This design comes from an exercise in tuning for small area, a short achievable clock period and few clock cycles on the open sky130 flow, not from production work. Function was checked by simulation only, so behaviour that the tests miss may differ from the original. No activity file was given, so power comes from the tool's default toggle rates.

<file path="design/flow/config.mk">
export PLATFORM = sky130hd
export DESIGN_NAME = cpu
export DESIGN_NICKNAME = cpu
export VERILOG_FILES = /design/flow/design.v
export SDC_FILE = /design/flow/constraint.sdc
export NUM_CORES = 4
export LEC_CHECK = 0
export CAP_MARGIN = 20
export CORE_MARGIN = 2
export CORE_UTILIZATION = 40
export CTS_BUF_LIST = sky130_fd_sc_hd__clkbuf_8
export CTS_CLUSTER_DIAMETER = 50
export CTS_CLUSTER_SIZE = 16
export PLACE_DENSITY = 0.8
export SETUP_SLACK_MARGIN = 2.5
export SLEW_MARGIN = 20
export SYNTH_HIERARCHICAL = 1
export TNS_END_PERCENT = 0
</file>
<file path="design/flow/constraint.sdc">
create_clock -name core_clock -period 5.5 [get_ports {clk}]
set_input_delay 1.1000 -clock core_clock [delete_from_list [all_inputs] [get_ports {clk}]]
set_output_delay 1.1000 -clock core_clock [all_outputs]
set_load 0.01 [all_outputs]
</file>
<file path="design/flow/design.v">
module Instruction_Decoder(
  input        pend,
  input  [2:0] in_n, in_m,    
  input  [2:0] ir_n, ir_m,    
  input        en_n, en_m,    
  input  [7:0] busy,          
  output [7:0] sel_n, sel_m,  
  output       fwd_n, fwd_m   
);
wire [7:0] dn = pend ? (8'd1 << ir_n) : (8'd1 << in_n);
wire [7:0] dm = pend ? (8'd1 << ir_m) : (8'd1 << in_m);
assign sel_n = dn & ~busy & {8{en_n}};
assign sel_m = dm & ~busy & {8{en_m}};
assign fwd_n = |(dn & busy) & en_n;
assign fwd_m = |(dm & busy) & en_m;
endmodule
module shifter #(parameter W = 16) (
  input  [W-1:0] cy,
  input  [W-1:0] t,
  input  [W-1:0] d,
  output [W-1:0] y
);
assign y = d ^ (cy & t);
endmodule
module ALU(
  input  [15:0] p,       
  input  [14:0] g,       
  input  [14:2] q,       
  input         inv,     
  input         a15,     
  input         wc,      
  input         cmp,     
  input  [15:0] c,       
  input  [2:0]  nvz,     
  output [15:0] res,     
  output [15:0] out_n,   
  output [2:0]  nvz_n    
);
wire [14:0] ng2, g3, ng4;
wire [14:4] np2;
wire [14:8] p3;
ks_l1 l1(.g(g), .p(q), .ng(ng2), .np(np2));
ks_l2 l2(.ng(ng2), .np(np2), .g(g3), .p(p3));
ks_l3 l3(.g(g3), .p(p3), .ng(ng4));
wire [15:0] ncy = {ng4, 1'b1};
wire [15:0] r0 = p ^ {16{inv}};
wire [15:0] o0 = wc ? r0 : c;
shifter fr(.cy(ncy), .t(16'hffff), .d(~r0), .y(res));
shifter fo(.cy(ncy), .t({16{wc}}), .d(o0 ^ {16{wc}}), .y(out_n));
wire n0 = cmp ? ~p[15] : nvz[2];
wire v0 = cmp ? p[15] & (~p[15] ^ a15) : nvz[1];
wire [1:0] tnv = {cmp, cmp & p[15]};
shifter #(2) fnv(.cy({2{ncy[15]}}), .t(tnv), .d({n0, v0} ^ tnv), .y(nvz_n[2:1]));
assign nvz_n[0] = cmp ? &p : nvz[0];
endmodule
module ks_l1(
  input  [14:0] g,
  input  [14:2] p,
  output [14:0] ng,
  output [14:4] np
);
assign ng = {~(g[14:2] | (p[14:2] & g[12:0])), ~g[1:0]};
assign np = ~(p[14:4] & p[12:2]);
endmodule
module ks_l2(
  input  [14:0] ng,
  input  [14:4] np,
  output [14:0] g,
  output [14:8] p
);
assign g = {~(ng[14:4] & (np[14:4] | ng[10:0])), ~ng[3:0]};
assign p = ~(np[14:8] | np[10:4]);
endmodule
module ks_l3(
  input  [14:0] g,
  input  [14:8] p,
  output [14:0] ng
);
assign ng = {~(g[14:8] | (p[14:8] & g[6:0])), ~g[7:0]};
endmodule
module cpu(clk,reset,s,load,in,out,N,V,Z,w);
input clk, reset, s, load;
input [15:0] in;
output [15:0] out;
output N, V, Z, w;
reg [15:0] ir;
reg [15:0] R [0:7];
reg pending;
always @(posedge clk) begin
  if (load) ir <= in;
  pending <= s & ~load & ~reset;
end
wire [15:0] ins = pending ? ir : in;
wire [2:0] opcode = ins[15:13];
wire [1:0] op = ins[12:11];
wire [2:0] rn = ins[10:8];
wire [2:0] rd = ins[7:5];
wire [1:0] sh = ins[4:3];
wire [2:0] rm = ins[2:0];
wire go = ((s & load) | pending) & ~reset;
wire is_movi = (opcode == 3'b110) & (op == 2'b10);
wire is_mov  = (opcode == 3'b110) & (op == 2'b00);
wire is_alu  = (opcode == 3'b101);
wire is_cmp  = is_alu & (op == 2'b01);
wire is_and  = is_alu & (op == 2'b10);
wire writes_c = is_mov | (is_alu & (op != 2'b01));
wire use_a   = is_alu & (op != 2'b11);    
wire inv     = is_alu & op[0];
reg [15:0] p2;
reg [14:0] g2;     
reg [14:2] q2;     
reg a15_2, inv2, wr2, wc2, cmp2;
reg [2:0] wa2;
reg [15:0] c;
reg [2:0] nvz;
wire [15:0] res, out_n;
wire [2:0] nvz_n;
wire [7:0] busy = {8{wr2}} & (8'd1 << wa2);
wire [7:0] sel_n, sel_m;
wire fwd_n, fwd_m;
Instruction_Decoder dec(.pend(pending), .in_n(in[10:8]), .in_m(in[2:0]),
  .ir_n(ir[10:8]), .ir_m(ir[2:0]), .en_n(1'b1), .en_m(1'b1), .busy(busy),
  .sel_n(sel_n), .sel_m(sel_m), .fwd_n(fwd_n), .fwd_m(fwd_m));
reg [15:0] a, bs;
integer k;
always @(*) begin
  a  = {16{fwd_n}} & res;
  bs = {16{fwd_m}} & res;
  for (k = 0; k < 8; k = k + 1) begin
    a  = a  | ({16{sel_n[k]}} & R[k]);
    bs = bs | ({16{sel_m[k]}} & R[k]);
  end
end
wire sh_n = ~is_movi & (sh == 2'b00);    
wire sh_l = ~is_movi & (sh == 2'b01);    
wire sh_r = ~is_movi & sh[1];            
wire sh_a = ~is_movi & (sh == 2'b11);    
wire [15:0] b = ({16{sh_n}} & bs) | ({16{sh_l}} & {bs[14:0], 1'b0}) |
                ({16{sh_r}} & {1'b0, bs[15:1]}) | {sh_a & bs[15], 15'd0};
wire [15:0] imm = {{8{ins[7]}}, ins[7:0]};
wire [15:0] x0 = is_movi ? imm : {16{inv}};
wire [15:0] x1 = is_movi ? imm : {16{use_a ^ inv}};
reg  [15:0] x;
always @(*)
  for (k = 0; k < 16; k = k + 1)
    x[k] = a[k] ? x1[k] : x0[k];
wire [15:0] p1 = is_and ? (x & b) : (x ^ b);
wire [15:0] g1 = is_and ? 16'd0 : (x & b);
always @(posedge clk) begin
  p2    <= p1;
  g2    <= {g1[14:1] | (p1[14:1] & g1[13:0]), g1[0]};
  q2    <= p1[14:2] & p1[13:1];
  a15_2 <= a[15];
  inv2  <= inv;
  wr2   <= go & (is_movi | writes_c);
  wc2   <= go & writes_c;
  cmp2  <= go & is_cmp;
  wa2   <= is_movi ? rn : rd;
end
ALU alu(.p(p2), .g(g2), .q(q2), .inv(inv2), .a15(a15_2), .wc(wc2),
        .cmp(cmp2), .c(c), .nvz(nvz), .res(res), .out_n(out_n), .nvz_n(nvz_n));
always @(posedge clk) begin
  if (wr2) R[wa2] <= res;
  c   <= out_n;
  nvz <= nvz_n;
end
assign out = out_n;
assign {N, V, Z} = nvz_n;
assign w = ~pending;
endmodule
</file>
<file path="design/flow/flow/run.sh">
#!/bin/bash
# The standard layout, with plain buffers (rather than the delay cells
# buffer_ports picks by default) on the input and output ports.
set -euo pipefail
bash standard.sh BUFFER_PORTS_ARGS="-buffer_cell sky130_fd_sc_hd__buf_2" finish > standard.log 2>&1
</file>
<file path="design/flow/standard.sh">
#!/bin/bash
# synth_recipe.tcl (not shown) runs the flow's synth.tcl, then flattens the netlist and writes it again
# the make line also repeats each setting of config.mk as NAME=value (left out here)
make -C /OpenROAD-flow-scripts/flow DESIGN_CONFIG=/design/flow/config.mk WORK_HOME=/design/flow/orfs CLKGATE_MAP_FILE= SYNTH_SCRIPT=/design/flow/synth_recipe.tcl "${@:-finish}"
</file>
==> results of run 1 <==
## cells in the final DEF (no fill, tap or decap), drive strengths merged, types with 36 or more instances in the layout
cell / count
xnor2: 51
o21ai: 36
mux2: 36
nand3: 52
nand2: 67
buf: 78
a21oi: 40
nor2: 37
a22oi: 87
dfxtp: 72
edfxtp: 144
## flip-flops by register name, indices dropped and copies added (netlist names), 3 cells and up
signal,count
R,128
c,16
g2,15
ir,16
nvz,3
p2,16
q2,13
wa2,3
## modules after synthesis (local to each module, per instance), a selection
module / times used / cells
cpu: 1 / 704
Instruction_Decoder: 1 / 60
ALU: 1 / 51
shifter: 2 / 32
ks_l1: 1 / 26
ks_l2: 1 / 22
ks_l3: 1 / 15
## metal layers
metal / GRT usage [%] / routed length [µm]
met5: 0 / 0
met4: 8.101 / 1248
met3: 5.097 / 3600
met2: 33.78 / 13690
met1: 25.07 / 11020
## cell type report
| cell class | instances | area (µm²) | share of cell area [%] |
|---|---|---|---|
| flip-flops and latches | 216 | 5772 | 46.92 |
| multi-input cells | 679 | 5057 | 41.11 |
| repair buffers | 78 | 521.8 | 4.242 |
| well taps | 341 | 426.7 | 3.469 |
| clock buffers | 22 | 302.8 | 2.462 |
| clock inverters | 15 | 148.9 | 1.210 |
| inverters | 19 | 71.32 | 0.5798 |
## critical path, cell delays in order
cell      delay [ns]
buf_2           0.13
nor3b_1         0.14
o21ai_1         0.35
o22ai_1         0.12
or2_4           0.38
a222oi_1        0.37
and3_1          0.24
a21bo_2         0.14
nand3_1         0.13
ha_1            0.37
mux2_2          0.31
## per-stage QoR
step	utilization, %	area [µm²]	std cells
after detailed placement	43.23	11620	1320
after global placement	43.23	11620	1320
after floorplan	-	11010	970
final	45.77	12300	1370
after global routing	45.77	12300	1370
after CTS	45.32	12180	1364
## logic make-up after synthesis
kind of cell | count (synthesis)
other | 2
adders and majority gates | 16
and+or+nand+nor | 261
muxes | 66
DFF | 216
buffers and inverters | 75
xor gates and xnor gates | 51
AOI/OAI and AO/OA | 259
## worst min path at each step
stage                        start     end  slack [ns]  depth (start not counted)
after floorplan           R[3][15]   a15_2        0.49                          2
after global placement      nvz[0]  nvz[0]        0.46                          2
after detailed placement    nvz[0]  nvz[0]        0.47                          2
after CTS                   nvz[0]  nvz[0]        0.48                          2
after global routing        nvz[0]  nvz[0]        0.52                          2
final                       nvz[0]  nvz[0]        0.48                          2
## power by group
part / leakage (nW) / total [mW] / switching (mW) / internal (mW)
sequential: 1.91 / 2.06 / 0.0786 / 1.98
clock: 0.238 / 1.05 / 0.585 / 0.468
combinational: 2.23 / 0.928 / 0.556 / 0.372
## timing repair
item	4_1_cts	5_1_grt
setup buffers	7	6
gates resized for setup	10	16
endpoints found under the setup margin	63	63
pin swaps	3	14
==> results.cfg, run 1 <==
[status]
status = complete, no violations

[synth]
yosysTopAreaCell = edfxtp_1
yosys.area_share.simple_pct = 12.67
syn_area_um2 = 10890
postSynthCellCount = 946
synthXorXnorAreaFrac_pct = 4.102
syn_area_per_cell_um2 = 11.51
synth.top_cell.area_share_pct = 39.71
synth_flop_cell = edfxtp_1
ys_seq_area_share_pct = 52.94
synth_compound_area_share_pct = 17.70
synth-seq-cells = 216
async_flop_share_pct = 0
synth_top_family_by_area = compound AO/OA/AOI/OAI gates
yosysMostFrequentCell = edfxtp_1
synth_enable_flop_cells = 144
yosysWarningCount = 7
synth_commonest_cells = edfxtp_1 (144), a22oi_1 (87), dfxtp_1 (72), nand2_1 (67), nand3_1 (52)
ys_types = 58
synthAdderAreaFrac_pct = 1.838
synthMuxAreaShare_pct = 7.261
ys_top_cells_by_area = edfxtp_1 (40%), dfxtp_1 (13%), a22oi_1 (6.0%), xnor2_1 (4.1%), a222oi_1 (2.9%)

[route]
via_per_inst = 6.195
wire_per_inst_um = 21.58
drt_pass1_iterations = 9
drtIter0Drc = 1266
vias = 8487
drc = 0
wl_mm = 29.56
ant_nets = 0

[worst_setup_path]
required_ns = 5.94
rr_endpoint = p2[2]
start_kind = primary input
regToRegSetupSlack_ns = 2.18
r2r_cells = 8
crit_type = in -> reg
worstSetupEndpointType = flip-flop
crit_start = in[9]
rr_startpoint = inv2
crit_end = p2[14]
critPathArrivalTime_ns = 3.78
crit_fanout = 16

[power_and_ir_drop]
power_leakage_nw = 4.373
power_mw = 4.037
p_per_area_nw_per_um2 = 328.2
vdd_drop_max_mv = 0.1743

[global_route]
grt_overflow = 0
antenna_found_initial = 0
grt_pass1_wl_mm = 45.46
grt_pass1_vias = 8202
grt_max_degree = 44
grtUsageTotal_pct = 20.19

[cells_and_area]
nFillCells = 2338
antenna_cells = 0
final_nets = 1051
syn_to_final_growth_pct = 12.95
drive_above_1_share_pct = 21.19

[die]
start_util_pct = 40.52
die_x_um = 169.0
die-area_um2 = 28560
rows = 60
io_pins = 40
core_um2 = 26880
die_h_um = 169.0

[clock_network]
clock-sinks = 216
clk_path_buf_depth = 3
clock_latency_ns = 0.55
cts_made_buffers = 21
postCtsHoldBufs = 0
htree_levels = 1
cts-root-buf = clkbuf_8
clk_pin_slew_ns = 0.10
cts_tree = built

[job]
maxCapViolCount = 0

[timing]
min_period_ns = 3.342
fmax_mhz = 299.2
clock_skew_ns = 0.03139
setup-violations-final = 0
final_max_slew_viol_count = 0
worst_slew_pin_slew_ns = 1.164
slew_headroom_pct = 22.16
setup_slack_ns = 2.158
setup_tns_ns = 0
layout_worst_path_cycle_share_pct = 60.77
rsz0062_at_grt = true
final_hold_viol_count = 0
holdWs_ns = 0.4777

[worst_hold_path]
hp-class = reg -> reg

[placement]
dp_hpwl_mm = 19.67
gp_congestion = 1.008
io_buffers = 39
dp_slack_ns = 1.564
Testbench counts, summed over its fixed seeds: cycles 24,064.
==> run 2: changes to the inputs <==
==> design/flow/design.v (replaced) <==
module ALU(
  input  [15:0] p,       
  input  [15:0] g,       
  input  [15:0] q,       
  input         cin,
  input         a15,     
  input         wc,      
  input         cmp,     
  input  [15:0] c,       
  input  [2:0]  nvz,     
  output [15:0] res,     
  output [15:0] out_n,   
  output [2:0]  nvz_n    
);
wire [15:0] gl [1:4];
wire [15:0] pl [1:4];
assign gl[1] = g;
assign pl[1] = q;
genvar l, i;
generate
  for (l = 1; l < 4; l = l + 1) begin : lvl
    for (i = 0; i < 16; i = i + 1) begin : bt
      if (i >= (1 << l)) begin : comb
        assign gl[l+1][i] = gl[l][i] | (pl[l][i] & gl[l][i - (1 << l)]);
        assign pl[l+1][i] = pl[l][i] & pl[l][i - (1 << l)];
      end else begin : pass
        assign gl[l+1][i] = gl[l][i];
        assign pl[l+1][i] = pl[l][i];
      end
    end
  end
endgenerate
wire [15:0] cy = {gl[4][14:0], cin};
wire [15:0] r0 = p;
wire [15:0] r1 = ~p;
wire [15:0] o0 = wc ? r0 : c;
wire [15:0] o1 = wc ? r1 : c;
genvar k;
generate
  for (k = 0; k < 16; k = k + 1) begin : sel
    assign res[k]   = cy[k] ? r1[k] : r0[k];
    assign out_n[k] = cy[k] ? o1[k] : o0[k];
  end
endgenerate
wire s15 = p[15] ^ cy[15];
assign nvz_n = cmp ? {s15, p[15] & (s15 ^ a15), &p} : nvz;
endmodule
module cpu(clk,reset,s,load,in,out,N,V,Z,w);
input clk, reset, s, load;
input [15:0] in;
output [15:0] out;
output N, V, Z, w;
reg [15:0] ir;
reg [15:0] R [0:7];
always @(posedge clk)
  if (load) ir <= in;
wire [15:0] ins = load ? in : ir;
wire [2:0] opcode = ins[15:13];
wire [1:0] op = ins[12:11];
wire [2:0] rn = ins[10:8];
wire [2:0] rd = ins[7:5];
wire [1:0] sh = ins[4:3];
wire [2:0] rm = ins[2:0];
wire go = s & ~reset;
wire is_movi = (opcode == 3'b110) & (op == 2'b10);
wire is_mov  = (opcode == 3'b110) & (op == 2'b00);
wire is_alu  = (opcode == 3'b101);
wire is_cmp  = is_alu & (op == 2'b01);
wire is_and  = is_alu & (op == 2'b10);
wire writes_c = is_mov | (is_alu & (op != 2'b01));
wire use_a   = is_alu & (op != 2'b11);    
wire inv_b   = is_alu & op[0];            
reg [15:0] p2, g2, q2;
reg a15_2, cin2, wr2, wc2, cmp2;
reg [2:0] wa2;
reg [15:0] c;
reg [2:0] nvz;
wire [15:0] res, out_n;
wire [2:0] nvz_n;
wire [15:0] a  = (wr2 && wa2 == rn) ? res : R[rn];
wire [15:0] bs = (wr2 && wa2 == rm) ? res : R[rm];
reg  [15:0] b;
always @(*)
  case (sh)
    2'b00: b = bs;
    2'b01: b = {bs[14:0], 1'b0};
    2'b10: b = {1'b0, bs[15:1]};
    default: b = {bs[15], bs[15:1]};
  endcase
wire [15:0] x = use_a ? a : 16'd0;
wire [15:0] y = is_movi ? {{8{ins[7]}}, ins[7:0]} : (inv_b ? ~b : b);
wire [15:0] p1 = is_and ? (x & y) : (x ^ y);
wire [15:0] g1 = is_and ? 16'd0 : ((x & y) | {15'd0, inv_b & (x[0] ^ y[0])});
always @(posedge clk) begin
  p2    <= p1;
  g2    <= {g1[15:1] | (p1[15:1] & g1[14:0]), g1[0]};
  q2    <= {p1[15:1] & p1[14:0], p1[0]};
  a15_2 <= a[15];
  cin2  <= inv_b;
  wr2   <= go & (is_movi | writes_c);
  wc2   <= go & writes_c;
  cmp2  <= go & is_cmp;
  wa2   <= is_movi ? rn : rd;
end
ALU alu(.p(p2), .g(g2), .q(q2), .cin(cin2), .a15(a15_2), .wc(wc2),
        .cmp(cmp2), .c(c), .nvz(nvz), .res(res), .out_n(out_n), .nvz_n(nvz_n));
always @(posedge clk) begin
  if (wr2) R[wa2] <= res;
  c   <= out_n;
  nvz <= nvz_n;
end
assign out = out_n;
assign {N, V, Z} = nvz_n;
assign w = 1'b1;
endmodule
==> design/flow/run.sh (new file) <==
#!/bin/bash
# synth_recipe.tcl (not shown) runs the flow's synth.tcl, then flattens the netlist and writes it again
# the make line also repeats each setting of config.mk as NAME=value (left out here)
make -C /OpenROAD-flow-scripts/flow DESIGN_CONFIG=/design/flow/config.mk WORK_HOME=/design/flow/orfs CLKGATE_MAP_FILE= SYNTH_SCRIPT=/design/flow/synth_recipe.tcl finish
==> design/flow/config.mk (replaced) <==
export PLATFORM = sky130hd
export DESIGN_NAME = cpu
export DESIGN_NICKNAME = cpu
export VERILOG_FILES = /design/flow/design.v
export SDC_FILE = /design/flow/constraint.sdc
export NUM_CORES = 4
export LEC_CHECK = 0
export ABC_CLOCK_PERIOD_IN_PS = 2800
export CAP_MARGIN = 20
export CORE_MARGIN = 2
export CORE_UTILIZATION = 40
export SETUP_SLACK_MARGIN = 2.5
export SLEW_MARGIN = 20
export TNS_END_PERCENT = 0
removed: design/flow/flow/run.sh
removed: design/flow/standard.sh
==> results.cfg, run 2 <==
[status]
status = complete, no violations

[timing]
worst_slew_pin_slew_ns = 0.6616
setup_tns_ns = 0
layout_worst_path_cycle_share_pct = 62.82
fmax_mhz = 289.4
final_hold_viol_count = 0
slew_headroom_pct = 55.84
min_period_ns = 3.455
rsz0062_at_grt = true
setup-violations-final = 0
final_max_slew_viol_count = 0
clock_skew_ns = 0.01720
setup_slack_ns = 2.045

[synth]
ys_top_cells_by_area = edfxtp_1 (34%), dfxtp_1 (15%), nand2_1 (6.9%), nor2_1 (3.3%), a21oi_1 (3.2%)
syn_area_per_cell_um2 = 9.305
synthMuxAreaShare_pct = 5.066
postSynthCellCount = 1229
yosys.area_share.simple_pct = 16.26
yosysMostFrequentCell = nand2_1
async_flop_share_pct = 0
syn_area_um2 = 11440
synth-seq-cells = 215
ys_seq_area_share_pct = 48.84
synthXorXnorAreaFrac_pct = 1.904
synth.top_cell.area_share_pct = 33.61
yosysWarningCount = 2
yosysTopAreaCell = edfxtp_1
synthAdderAreaFrac_pct = 1.751
synth_top_family_by_area = compound AO/OA/AOI/OAI gates
synth_commonest_cells = nand2_1 (209), edfxtp_1 (128), nor2_1 (102), dfxtp_1 (87), a21oi_1 (73)
ys_types = 70
synth_compound_area_share_pct = 21.29
synth_flop_cell = edfxtp_1
synth_enable_flop_cells = 128

[global_route]
grt_overflow = 0
grt_pass1_vias = 9802
grt_pass1_wl_mm = 59.68
antenna_found_initial = 0
grtUsageTotal_pct = 25.57
grt_max_degree = 53

[clock_network]
cts_tree = built
clock_latency_ns = 0.54
clk_path_buf_depth = 3
clock-sinks = 215
postCtsHoldBufs = 0
cts_made_buffers = 25
clk_pin_slew_ns = 0.06
htree_levels = 1
cts-root-buf = clkbuf_16

[die]
core_um2 = 27930
start_util_pct = 40.94
die_x_um = 173.1
die_h_um = 173.1
die-area_um2 = 29960
rows = 61
io_pins = 40

[worst_setup_path]
required_ns = 5.95
regToRegSetupSlack_ns = 2.17
cp_num_buf_inv = 3
cp_common_cell = mux2i_4
cpPeakStageDelay_ns = 0.44
cpLargestDelayFamily = multiplexers
crit_chain = clkdlybuf4s50_1, mux2i_4, inv_2, xnor2_2, nand4_1, buf_12, nor2_2, a31oi_4, mux2_4, mux2i_4, mux2i_1, a21oi_1, ha_2, nand3_2, o21ai_2
start_kind = primary input
crit_fanout = 23
critPathArrivalTime_ns = 3.91
crit_type = in -> reg
worstSetupEndpointType = flip-flop
slowest_stage = clkdlybuf4s50_1

[job]
maxCapViolCount = 0

[placement]
dp_slack_ns = 0.7257
gp_congestion = 0.8980
dp_cells = 1609
io_buffers = 38
placedInstanceArea_um2 = 12330
dp_hpwl_mm = 24.08

[power_and_ir_drop]
p_per_area_nw_per_um2 = 372.4
power_leakage_nw = 5.248
vdd_drop_max_mv = 0.2773

[cells_and_area]
nFillCells = 2611
largest_reg_flops = 128
drive_above_1_share_pct = 18.16
layout_commonest_cell = nand2_1
final_cell_mix = nand2_1 (206), edfxtp_1 (128), nor2_1 (93)
syn_to_final_growth_pct = 22.75
final_nets = 1333
top_register = R
stdcell_count = 1694
post-route-util_pct = 50.25
postLayoutCellArea_um2 = 14040
antenna_cells = 0
top_regs = R x128, c x16, ir x16

[route]
vias = 10306
wl_mm = 39.79
via_per_inst = 6.084
drc = 0
drt_pass1_iterations = 8
ant_nets = 0
wire_per_inst_um = 23.49
drtIter0Drc = 1420

[worst_hold_path]
hp-class = reg -> reg
[run 2: stage by stage]
stage	power (mW)	hold slack (ns)
after global placement	3.458	0.4565
after detailed placement	3.470	0.4601
after global routing	5.435	0.4880
after CTS	5.185	0.4737
after floorplan	2.883	0.4435
final	5.227	0.4691
[run 2: layout make-up]
cell class                      instances  area [µm²]  share of cell area [%]
Clock buffer                           37       719.4                   5.125
Clock inverter                          9       57.56                  0.4100
Inverter                               41       171.4                   1.221
Multi-Input combinational cell        889        5693                   40.56
Sequential cell                       215        5595                   39.86
Tap cell                              378       473.0                   3.369
Timing Repair Buffer                  124        1321                   9.413
Timing Repair inverter                  1       6.256                 0.04457
[run 2: path summary, 6_finish.rpt]
path | cells after the start | startpoint | end
setup / recovery | 15 | in[2] | q2[2]
hold / removal | 1 | c[6] | c[6]
setup reg to reg | 13 | ir[0] | g2[1]
hold reg to reg | 1 | c[6] | c[6]
[run 2: cells by family (layout without fill, tap and decap cells)]
| group | count (synthesis) | in the layout |
|---|---|---|
| mux | 51 | 51 |
| flops | 215 | 215 |
| buf+inv | 125 | 212 |
| compound gates | 364 | 364 |
| simple gates | 433 | 433 |
| other cells | 1 | 1 |
| xor+xnor | 24 | 24 |
| fa+ha+maj | 16 | 16 |
[run 2: report_power, final]
part           leakage [nW]  internal [mW]  total [mW]  switching (mW)
Clock                 0.382          0.908        1.59           0.678
Sequential             1.88           2.00        2.10           0.106
Combinational          2.99          0.637        1.54           0.900
[run 2: layer usage]
layer | vias to the layer above | track usage, % | wire (µm) | part of all wire (%)
met2 | 545 | 40.02 | 17570 | 44
met5 | - | 0 | 0 | 0
li1 | 4692 | - | - | -
met1 | 4975 | 34.43 | 16530 | 42
met3 | 94 | 5.123 | 3845 | 9.7
met4 | 0 | 11.09 | 1838 | 4.6
[run 2: repair_timing]
item	4_1_cts	5_1_grt
setup buffers	21	9
gates resized for setup	108	40
pin swaps	20	14
endpoints found under the setup margin	63	63
gates cloned	4	5
Testbench counts of run 2, summed over its fixed seeds: cycles 24,064.

-- separate check: timing with driven ports --
How much do the figures lean on ideal ports? The routed layouts below were timed once more, with nothing changed but the port constraints. Step 1 sets driving cells, clkbuf_16 on the clock port and buf_2 on the other inputs (assumed; they add their load-dependent delay and slew). Step 2 adds t to the input delays and takes it off the output delays; t is the mean of the earliest and latest rising clock arrival at the registers after step 1. Input paths then give back, and output paths get back, about the clock's delay inside the block. Three values: ideal ports, drivers, drivers and shift; two values: the first two.
run | shift t [ns] | setup slack, ns | hold slack, ns | worst data-port slew with drivers (ns)
run 1 | 0.581 | 2.158 / 2.164 / 1.583 | 0.478 / 0.478 / 0.478 | 0.06
run 2 | 0.577 | 2.045 / 1.925 / 1.348 | 0.469 / 0.469 / 0.469 | 0.22
After both steps setup and hold are still met in every run listed. For run 2, which loses most, drivers alone change the setup slack by -0.120 ns; drivers and shift together by -0.697 ns.
